Context: an optimization exercise on an open-source flow, tuned for small area. The choices shown serve that exercise and are no tape-out recipe. Only simulation tests tie the RTL to the original design; equivalence was not proved. Power is estimated from default activity; no workload was simulated.

[flow/run.sh]
#!/bin/bash
# synth_recipe.tcl (not shown) runs the flow's synth.tcl, then flattens the netlist and writes it again
# the make line also repeats each setting of config.mk as NAME=value (left out here)
make -C /OpenROAD-flow-scripts/flow DESIGN_CONFIG=/design/flow/config.mk WORK_HOME=/design/flow/orfs CLKGATE_MAP_FILE= SYNTH_SCRIPT=/design/flow/synth_recipe.tcl finish
[flow/config.mk]
export PLATFORM = sky130hd
export DESIGN_NAME = VideoController
export DESIGN_NICKNAME = VideoController
export VERILOG_FILES = /design/flow/design.v
export SDC_FILE = /design/flow/constraint.sdc
export NUM_CORES = 4
export LEC_CHECK = 0
export CAP_MARGIN = 20
export CORE_MARGIN = 2
export CORE_UTILIZATION = 40
export SLEW_MARGIN = 20
[flow/constraint.sdc]
create_clock -name core_clock -period 12.0 [get_ports {clk}]
set_input_delay 2.4000 -clock core_clock [delete_from_list [all_inputs] [get_ports {clk}]]
set_output_delay 2.4000 -clock core_clock [all_outputs]
set_load 0.01 [all_outputs]
[flow/design.v]
module VGADriver (
  input logic clk,
  input logic rst,
  input logic [23:0] colour_in,
  output logic [9:0] x_pixel,
  output logic [9:0] y_pixel,
  output logic [9:0] hsyncReg,
  output logic [9:0] vsyncReg,
  output logic hsync,
  output logic vsync,
  output logic [7:0] red,
  output logic [7:0] green,
  output logic [7:0] blue,
  output logic sync,
  output logic blank
);
  parameter HSYNC_ACTIVE  = 639;
  parameter HSYNC_FRONT_PORCH = 15;
  parameter HSYNC_SYNC_SIGN = 95;
  parameter HSYNC_BACK_PORCH = 47;
  parameter VSYNC_ACTIVE  = 479;
  parameter VSYNC_FRONT_PORCH = 9;
  parameter VSYNC_SYNC_SIGN = 1;
  parameter VSYNC_BACK_PORCH = 32;
  parameter HIGH = 1'b1;
  parameter LOW = 1'b0;
  localparam logic [9:0] RESET_COUNTER = 0;
  typedef enum  {
    HSYNC_STATE_ACTIVE = 1,
    HSYNC_STATE_FRONT_PORCH = 2,
    HSYNC_STATE_SYNC_SIGN = 4,
    HSYNC_STATE_BACK_PORCH = 8
  } hsync_state_t; 
  typedef enum {
    VSYNC_STATE_ACTIVE = 1,
    VSYNC_STATE_FRONT_PORCH = 2,
    VSYNC_STATE_SYNC_SIGN = 4,
    VSYNC_STATE_BACK_PORCH = 8
  } vsync_state_t;
  hsync_state_t hsync_state;
  hsync_state_t hsync_nextState;
  vsync_state_t vsync_state;
  vsync_state_t vsync_nextState;
  logic [9:0] x_pixel_reg;
  logic [9:0] y_pixel_reg;
  logic       hsync_reg;
  logic       vsync_reg;
  logic [7:0] red_reg;
  logic [7:0] green_reg;
  logic [7:0] blue_reg;
  logic       sync_reg;
  logic       blank_reg;
  logic [9:0] hsync_count_reg;
  logic [9:0] vsync_count_reg;
  logic line_done;
  logic is_active;
  assign is_active = ((hsync_state == HSYNC_STATE_ACTIVE) && (vsync_state == VSYNC_STATE_ACTIVE)) ? 1'b1 : 1'b0;
  always_ff @(posedge clk) begin
    if (rst == 1'b0) begin
      hsync_state <= HSYNC_STATE_ACTIVE;
      vsync_state <= VSYNC_STATE_ACTIVE;
    end else begin
      hsync_state <= hsync_nextState;
      vsync_state <= vsync_nextState;
    end
  end
  always_ff @(posedge clk) begin : HSYNC_VSYNC_COUNTER_LOGIC
    if (rst == 1'b0) begin
      hsync_count_reg <= RESET_COUNTER;
      vsync_count_reg <= RESET_COUNTER;
    end else begin
    case (hsync_state) 
      HSYNC_STATE_ACTIVE: begin
        if (hsync_count_reg == HSYNC_ACTIVE) hsync_count_reg <= RESET_COUNTER;
        else hsync_count_reg <= hsync_count_reg + 1;
      end
      HSYNC_STATE_FRONT_PORCH: begin
        if (hsync_count_reg == HSYNC_FRONT_PORCH) hsync_count_reg <= RESET_COUNTER;
        else hsync_count_reg <= hsync_count_reg + 1;
      end
      HSYNC_STATE_SYNC_SIGN: begin
        if (hsync_count_reg == HSYNC_SYNC_SIGN) hsync_count_reg <= RESET_COUNTER;
        else hsync_count_reg <= hsync_count_reg + 1;
      end
      HSYNC_STATE_BACK_PORCH: begin
        if (hsync_count_reg == HSYNC_BACK_PORCH) hsync_count_reg <= RESET_COUNTER;
        else hsync_count_reg <= hsync_count_reg + 1;
      end
    endcase
    case (vsync_state) 
      VSYNC_STATE_ACTIVE: begin
        if (line_done == HIGH) begin
          vsync_count_reg <= (vsync_count_reg == VSYNC_ACTIVE) ? RESET_COUNTER : vsync_count_reg + 10'd1;
        end 
      end
      VSYNC_STATE_FRONT_PORCH: begin
        if (line_done == HIGH) begin
          vsync_count_reg <= (vsync_count_reg == VSYNC_FRONT_PORCH) ? RESET_COUNTER : vsync_count_reg + 10'd1;
        end
      end
      VSYNC_STATE_SYNC_SIGN: begin
        if (line_done == HIGH) begin
          vsync_count_reg <= (vsync_count_reg == VSYNC_SYNC_SIGN) ? RESET_COUNTER : vsync_count_reg + 10'd1;
        end
      end
      VSYNC_STATE_BACK_PORCH: begin
        if (line_done == HIGH) begin
          vsync_count_reg <= (vsync_count_reg == VSYNC_BACK_PORCH) ? RESET_COUNTER : vsync_count_reg + 10'd1;
        end 
      end
    endcase
    end
  end
  always_comb begin : HORIZONTEL_SYNC_LOGIC_BLOCK
    case (hsync_state) 
      HSYNC_STATE_ACTIVE: begin
        line_done = LOW;
        hsync_nextState = (hsync_count_reg == HSYNC_ACTIVE) ? HSYNC_STATE_FRONT_PORCH : HSYNC_STATE_ACTIVE;
        hsync_reg = HIGH;
      end
      HSYNC_STATE_FRONT_PORCH: begin
        line_done = LOW;
        hsync_nextState = (hsync_count_reg == HSYNC_FRONT_PORCH) ? HSYNC_STATE_SYNC_SIGN : HSYNC_STATE_FRONT_PORCH;
        hsync_reg = HIGH;
      end
      HSYNC_STATE_SYNC_SIGN: begin
        line_done = LOW;
        hsync_nextState = (hsync_count_reg == HSYNC_SYNC_SIGN) ? HSYNC_STATE_BACK_PORCH : HSYNC_STATE_SYNC_SIGN;
        hsync_reg = LOW;
      end
      HSYNC_STATE_BACK_PORCH: begin
        line_done = (hsync_count_reg == HSYNC_BACK_PORCH) ? HIGH : LOW;
        hsync_nextState = (hsync_count_reg == HSYNC_BACK_PORCH) ? HSYNC_STATE_ACTIVE : HSYNC_STATE_BACK_PORCH;
        hsync_reg = HIGH;
      end
      default: begin
        line_done = LOW;
        hsync_nextState = HSYNC_STATE_ACTIVE;
        hsync_reg = HIGH;
      end
    endcase
  end
  always_comb begin : VERTICAL_SYNC_LOGIC_BLOCK
    case (vsync_state) 
      VSYNC_STATE_ACTIVE: begin
        vsync_reg = HIGH;
        if (line_done == HIGH) begin
          vsync_nextState = (vsync_count_reg == VSYNC_ACTIVE) ? VSYNC_STATE_FRONT_PORCH : VSYNC_STATE_ACTIVE;
        end else 
          vsync_nextState = VSYNC_STATE_ACTIVE;
      end
      VSYNC_STATE_FRONT_PORCH: begin
        vsync_reg = HIGH;
        if (line_done == HIGH) begin
          vsync_nextState = (vsync_count_reg == VSYNC_FRONT_PORCH) ? VSYNC_STATE_SYNC_SIGN : VSYNC_STATE_FRONT_PORCH;
        end else 
          vsync_nextState = VSYNC_STATE_FRONT_PORCH;
      end
      VSYNC_STATE_SYNC_SIGN: begin
        vsync_reg = LOW;
        if (line_done == HIGH) begin
          vsync_nextState = (vsync_count_reg == VSYNC_SYNC_SIGN) ? VSYNC_STATE_BACK_PORCH : VSYNC_STATE_SYNC_SIGN;
        end else
          vsync_nextState = VSYNC_STATE_SYNC_SIGN;
      end
      VSYNC_STATE_BACK_PORCH: begin
        vsync_reg = HIGH;
        if (line_done == HIGH) begin
          vsync_nextState = (vsync_count_reg == VSYNC_BACK_PORCH) ? VSYNC_STATE_ACTIVE : VSYNC_STATE_BACK_PORCH;
        end else 
          vsync_nextState = VSYNC_STATE_BACK_PORCH;
      end
      default: begin
        vsync_reg = HIGH;
        vsync_nextState = VSYNC_STATE_ACTIVE;
      end
    endcase
  end
  always_comb begin : RGB_REGISTER_ASSIGNMENT
    x_pixel_reg = (vsync_nextState != VSYNC_STATE_ACTIVE) ? RESET_COUNTER
                  : (hsync_nextState != HSYNC_STATE_ACTIVE) ? RESET_COUNTER
                  : (line_done == HIGH) ? RESET_COUNTER : hsync_count_reg +1;
    y_pixel_reg =  (vsync_nextState != VSYNC_STATE_ACTIVE) ? RESET_COUNTER
    : (hsync_nextState != HSYNC_STATE_ACTIVE) ? (vsync_count_reg == VSYNC_ACTIVE) ? RESET_COUNTER : vsync_count_reg + 1
                  : (line_done == HIGH) ? vsync_count_reg +1 : vsync_count_reg;
    red_reg = is_active ? colour_in[23:16] : 8'h00;
    blue_reg = is_active ? colour_in[15:8] : 8'h00;
    green_reg = is_active ? colour_in[7:0] : 8'h00;
    blank_reg = hsync_reg & vsync_reg;
    sync_reg = 1'b0;
  end
  assign x_pixel = x_pixel_reg;
  assign y_pixel = y_pixel_reg;
  assign red = red_reg;
  assign green = green_reg;
  assign blue = blue_reg;
  assign blank = blank_reg;
  assign sync = sync_reg;
  assign hsyncReg = hsync_count_reg;
  assign vsyncReg = vsync_count_reg;
  assign hsync = hsync_reg;
  assign vsync = vsync_reg;
endmodule
module PixelGenerationLogic (
  input logic [31:0] leftPaddle,
  input logic [31:0] rightPaddle,
  input logic [31:0] pongBall,
  input logic [15:0] nextX,
  input logic [15:0] nextY,
  output logic [23:0] pixelOut
);
  localparam logic [23:0] COLOUR_WHITE = 8'hFF;
  localparam logic [23:0] COLOUR_BLACK = 8'h000000;
  parameter logic signed [15:0] PADDLE_HEIGHT = 16'h0064;
  parameter logic signed [15:0] PADDLE_WIDTH = 16'h000F;
  parameter logic signed [15:0] BALL_DIMENSION = 16'h000F;
  logic signed [15:0] leftPaddleX, leftPaddleY, rightPaddleX, rightPaddleY, 
    ballX, ballY, nextXSigned, nextYSigned;
  assign {leftPaddleX, leftPaddleY}   = leftPaddle;
  assign {rightPaddleX, rightPaddleY} = rightPaddle;
  assign {ballX, ballY}               = pongBall;
  assign {nextXSigned, nextYSigned}   = {nextX, nextY};
  always_comb begin
    if (((nextXSigned - leftPaddleX) <= PADDLE_WIDTH) || ((nextYSigned - leftPaddleY) <= PADDLE_HEIGHT)) begin
      pixelOut = COLOUR_WHITE;
    end else if (((nextXSigned - rightPaddleX) <= PADDLE_WIDTH) || ((nextYSigned - rightPaddleY) <= PADDLE_HEIGHT)) begin
      pixelOut = COLOUR_WHITE;
    end else if (((nextXSigned - ballX) <= PADDLE_WIDTH) || ((nextYSigned - ballY) <= PADDLE_HEIGHT)) begin
      pixelOut = COLOUR_WHITE;
    end else begin
      pixelOut = COLOUR_BLACK;
    end
  end
endmodule
module VideoController (
  input logic clk,
  input logic rst,
  input logic [31:0] ballPosition,
  input logic [31:0] leftPaddlePosition,
  input logic [31:0] rightPaddlePosition,
  output logic en,            
  output logic hsync,
  output logic vsync,
  output logic [7:0] red,
  output logic [7:0] green,
  output logic [7:0] blue,
  output logic sync,
  output logic blank
);
  parameter HSYNC_ACTIVE  = 639;
  parameter VSYNC_ACTIVE  = 479;
  logic [9:0] nextX, nextY, currHsync, currVsync;
  logic [23:0] pixel;
  logic [31:0] ballPositionReg,
     leftPaddlePositionReg, 
     rightPaddlePositionReg;
  enum logic [1:0] {INITIAL, SET_REGISTER, DISPLAY} currentState, nextState;
  always_ff @(posedge clk) begin
   if (rst == 1'b0) currentState <= INITIAL;
   else currentState <=  nextState;
    if (currentState == SET_REGISTER) begin
        leftPaddlePositionReg <= leftPaddlePosition;
        rightPaddlePositionReg <= rightPaddlePosition;
        ballPositionReg <= ballPosition;
    end
  end
  always_comb begin
    case (currentState)
      INITIAL: nextState = SET_REGISTER;
      SET_REGISTER: nextState = DISPLAY;
      DISPLAY: nextState = (currHsync == HSYNC_ACTIVE && currVsync == VSYNC_ACTIVE) ? SET_REGISTER : DISPLAY;
      default: nextState = INITIAL;
    endcase
  end
  PixelGenerationLogic pixelGeneration (
    .leftPaddle(leftPaddlePosition),
    .rightPaddle(rightPaddlePosition),
    .pongBall(ballPosition),
    .nextX(nextX),
    .nextY(nextY),
    .pixelOut(pixel)
  );
  VGADriver graphics (
    .clk(clk),
    .rst(rst),
    .colour_in(pixel),
    .x_pixel(nextX),
    .y_pixel(nextY),
    .hsyncReg(currHsync),
    .vsyncReg(currVsync),
    .hsync(hsync),
    .vsync(vsync),
    .red(red),
    .green(green),
    .blue(blue),
    .sync(sync),
    .blank(blank)
  );
  assign en = (nextState == SET_REGISTER) ? 1'b1 : 1'b0;
endmodule
==> metrics.cfg <==
[floorplan]
start_util_pct = 40.8
ioPinCount = 127
coreArea_um2 = 15100
die_w_um = 128
row_count = 45
die_h_um = 128
dieArea_um2 = 16500

[setup_path]
critPathMaxFanout = 8
cp.arrival_ns = 6.65
reg2reg_from = graphics.hsync_count_reg[0]
critPathCaptureType = primary output
crit_required_ns = 9.60
rr_endpoint = graphics.vsync_count_reg[3]
reg2reg_setup_slack_ns = 8.91
cp-start-kind = input port
critPathLaunch = leftPaddlePosition[17]
r2r_cells = 10
crit_end = green[4]
path_class = input port to primary output

[pwr]
pwr-share-seq_pct = 29.4
leakagePower_nw = 2.76
p_clk_share_pct = 35.9
comb_power_share_pct = 34.8
power_switching_mw = 0.103
p_int_mw = 0.247
power_mw = 0.350
p_sw_share_pct = 29.5
ir_drop_uv = 91.1
power_density_nw_per_um2 = 47.2

[sta]
slew_headroom_pct = 30.5
finalHoldViolations = 0
finalSetupTns_ns = 0
clock_skew_ns = 0.00559
finalSetupViolations = 0
finalCriticalPeriod_ns = 9.05
rsz0062_at_grt = no
drv_slew = 0
fmax_mhz = 111
worst_slack_ns = 2.95
timing.final.crit_share_pct = 75.4
worst_pin_slew_ns = 1.02

[synth]
synth_cell_type_count = 91
synth.avg_cell_area_um2 = 7.05
synth.ff_latch_count = 30
syn_area_um2 = 6180
async_flop_share_pct = 0
synth-seq-area-share_pct = 9.71
synth-edff-count = 0
yosysWarnings = 5
ys.flop_type = dfxtp_1
syn_inst = 877

[cells_and_area]
n_antenna_cell = 0
layout_commonest_cell = clkdlybuf4s50_1
synthToLayoutAreaGrowth_pct = 20.0
nNetsFinal = 1097
drive_above_1_share_pct = 5.12
postLayoutCoreUtil_pct = 49.0
nFillCells = 1562
final_cell_mix = 109 x clkdlybuf4s50_1, 73 x nor2_1, 64 x inv_1

[global_route]
grt_use_total_pct = 20.2
grt_first_pass_wirelength_um = 27900
antenna_found_initial = 0
met3_usage_pct = 2.29
grt_overflow_total = 0
use_met2_pct = 35.9
grt_use_met1_pct = 26.8
grt_busiest_layer = met2
grt_pass1_vias = 5900
grt_max_degree = 31

[route]
avgViaCountPerCell = 5.65
ant_nets = 0
avgRoutedWirePerCell_um = 15.0
firstDrtPassIters = 5
drt-total-wl_um = 17200
drc = 0
drtIter0Drc = 387
vias = 6474

[clocking]
cts_hold_buf = 0
cts_buffer_depth = 2
cts.sink_count = 30
numCtsBuffers = 5
cts_root_buffer = clkbuf_16
insertion_delay_ns = 0.27
post-cts-setup-buffers = 0
htreeDepth = 2
cts_tree = done
path_clk_slew_ns = 0.05
post_cts_resized = 0

[worst_hold_path]
min-delay-start = currentState[0]
hold_path_depth = 2
min_path_type = flip-flop to flip-flop

[place]
portBuffers = 109
dp_hpwl_um = 13800
dpl_worst_slack_ns = 2.94
gp_congestion = 0.861

[outcome]
status = complete, no violations

[run]
cap_viol_max_count = 0

## kinds of logic (layout without fill, tap and decap cells)
| logic type | count (synthesis) | in the layout | synth area share, % |
|---|---|---|---|
| xor gates and xnor gates | 50 | 50 | 7.08 |
| DFF | 30 | 30 | 9.71 |
| muxes | 13 | 13 | 2.18 |
| other | 1 | 17 | 0.0606 |
| buffers and inverters | 122 | 186 | 9.29 |
| and+or+nand+nor | 332 | 332 | 29.4 |
| adders and majority gates | 56 | 56 | 11.2 |
| AOI/OAI and AO/OA | 273 | 273 | 31.1 |
## power groups by stage
stage | Combinational [mW] | Clock, mW | Sequential (mW)
3_5_place_dp | 0.122 | 0 | 0.105
3_3_place_gp | 0.122 | 0 | 0.105
6_report | 0.122 | 0.126 | 0.103
4_1_cts | 0.122 | 0.128 | 0.103
2_1_floorplan | 0.0722 | 0 | 0.104
5_1_grt | 0.136 | 0.132 | 0.103
## per-layer routing
layer,vias up,part of all wire [%]
li1,3380,-
met1,2964,47
met2,120,48
met3,10,4.1
met4,0,0.78
met5,-,0
## synthesized netlist by cell type (all sizes together), types with 6 or more instances
| cell | number | area share (%) |
|---|---|---|
| nor3 | 31 | 2.9 |
| nor2 | 75 | 4.6 |
| nor4 | 10 | 1.3 |
| o21ai | 60 | 4.9 |
| a21boi | 9 | 1.1 |
| maj3 | 13 | 2.1 |
| a21o | 11 | 1.4 |
| o21a | 11 | 1.3 |
| o221ai | 8 | 1.2 |
| nand2b | 13 | 1.3 |
| o211ai | 10 | 1.5 |
| buf | 36 | 4.1 |
| or3 | 20 | 2.0 |
| nor4b | 9 | 1.8 |
| a211oi | 12 | 1.5 |
| or4 | 6 | 0.73 |
| dfxtp | 30 | 9.7 |
| o31ai | 7 | 1.2 |
| inv | 64 | 3.9 |
| nand3 | 34 | 2.8 |
| nor2b | 23 | 2.3 |
| a21oi | 55 | 4.5 |
| nand4 | 12 | 1.3 |
| clkbuf | 22 | 1.3 |
| ha | 40 | 8.1 |
| or2 | 10 | 1.0 |
| a22oi | 6 | 0.73 |
| and2 | 13 | 1.3 |
| o22ai | 7 | 0.71 |
| a31oi | 13 | 1.4 |
| xor2 | 14 | 2.0 |
| and3 | 12 | 1.2 |
| mux2i | 9 | 1.5 |
| a2111oi | 12 | 2.1 |
| nand2 | 53 | 3.2 |
| xnor2 | 36 | 5.1 |
## worst max-delay path: stages
cell and delay, ns:
clkdlybuf4s50_1 0.50, inv_1 0.05, ha_1 0.26, a21oi_1 0.06, o21a_1 0.20, a21oi_1 0.11, o311ai_0 0.18, a21oi_1 0.22
nor4b_1 0.46, nor3b_1 0.32, xor2_1 0.16, o311ai_0 0.21, or4_1 0.45, o31ai_1 0.23, nand3_1 0.25, clkdlybuf4s50_1 0.56
## metrics by stage
stage	std cells	hold WS, ns	instance area, µm²
2_1_floorplan	893	0.471	6240
3_3_place_gp	1137	0.480	7270
3_5_place_dp	1137	0.492	7270
4_1_cts	1145	0.504	7420
5_1_grt	1145	0.547	7420
6_report	1145	0.504	7420
## area by class of cell
class / count / area (µm²) / area share (%)
clock buffer: 7 / 143 / 1.92
clock inverter: 1 / 5.00 / 0.0674
inverter: 64 / 240 / 3.24
multi-input combinational: 741 / 5070 / 68.3
sequential: 30 / 601 / 8.09
tap: 188 / 235 / 3.17
timing repair buffer: 114 / 1130 / 15.2
## how the worst min path moves through the flow
stage                            to  slack, ns
floorplan           currentState[1]       0.47
global placement    currentState[1]       0.48
detailed placement  currentState[1]       0.49
CTS                 currentState[1]       0.50
global route        currentState[1]       0.55
finish              currentState[1]       0.50

==> port drivers added, routing unchanged <==
Ports are ideal in the flow. The routed layout listed here was re-timed in OpenROAD. Step 1, drivers: a clkbuf_16 drives clk and a buf_2 each remaining input, both assumed. Step 2 moves the port delays by t, midway between the first and last clock arrival at a register: inputs arrive t later, outputs are due t later. That takes back most of the time a late clock gives input paths. Slacks: no drivers / after step 1 / after step 2; pairs: no drivers / after step 1.
shift t [ns]: 0.306
setup WS [ns]: 2.951 / 2.927 / 2.927
worst register clock-pin slew, ns: 0.05 / 0.05
After both steps setup and hold are still met in this run. The setup slack of this run moves by -0.024 ns with the drivers and by -0.024 ns with both steps.
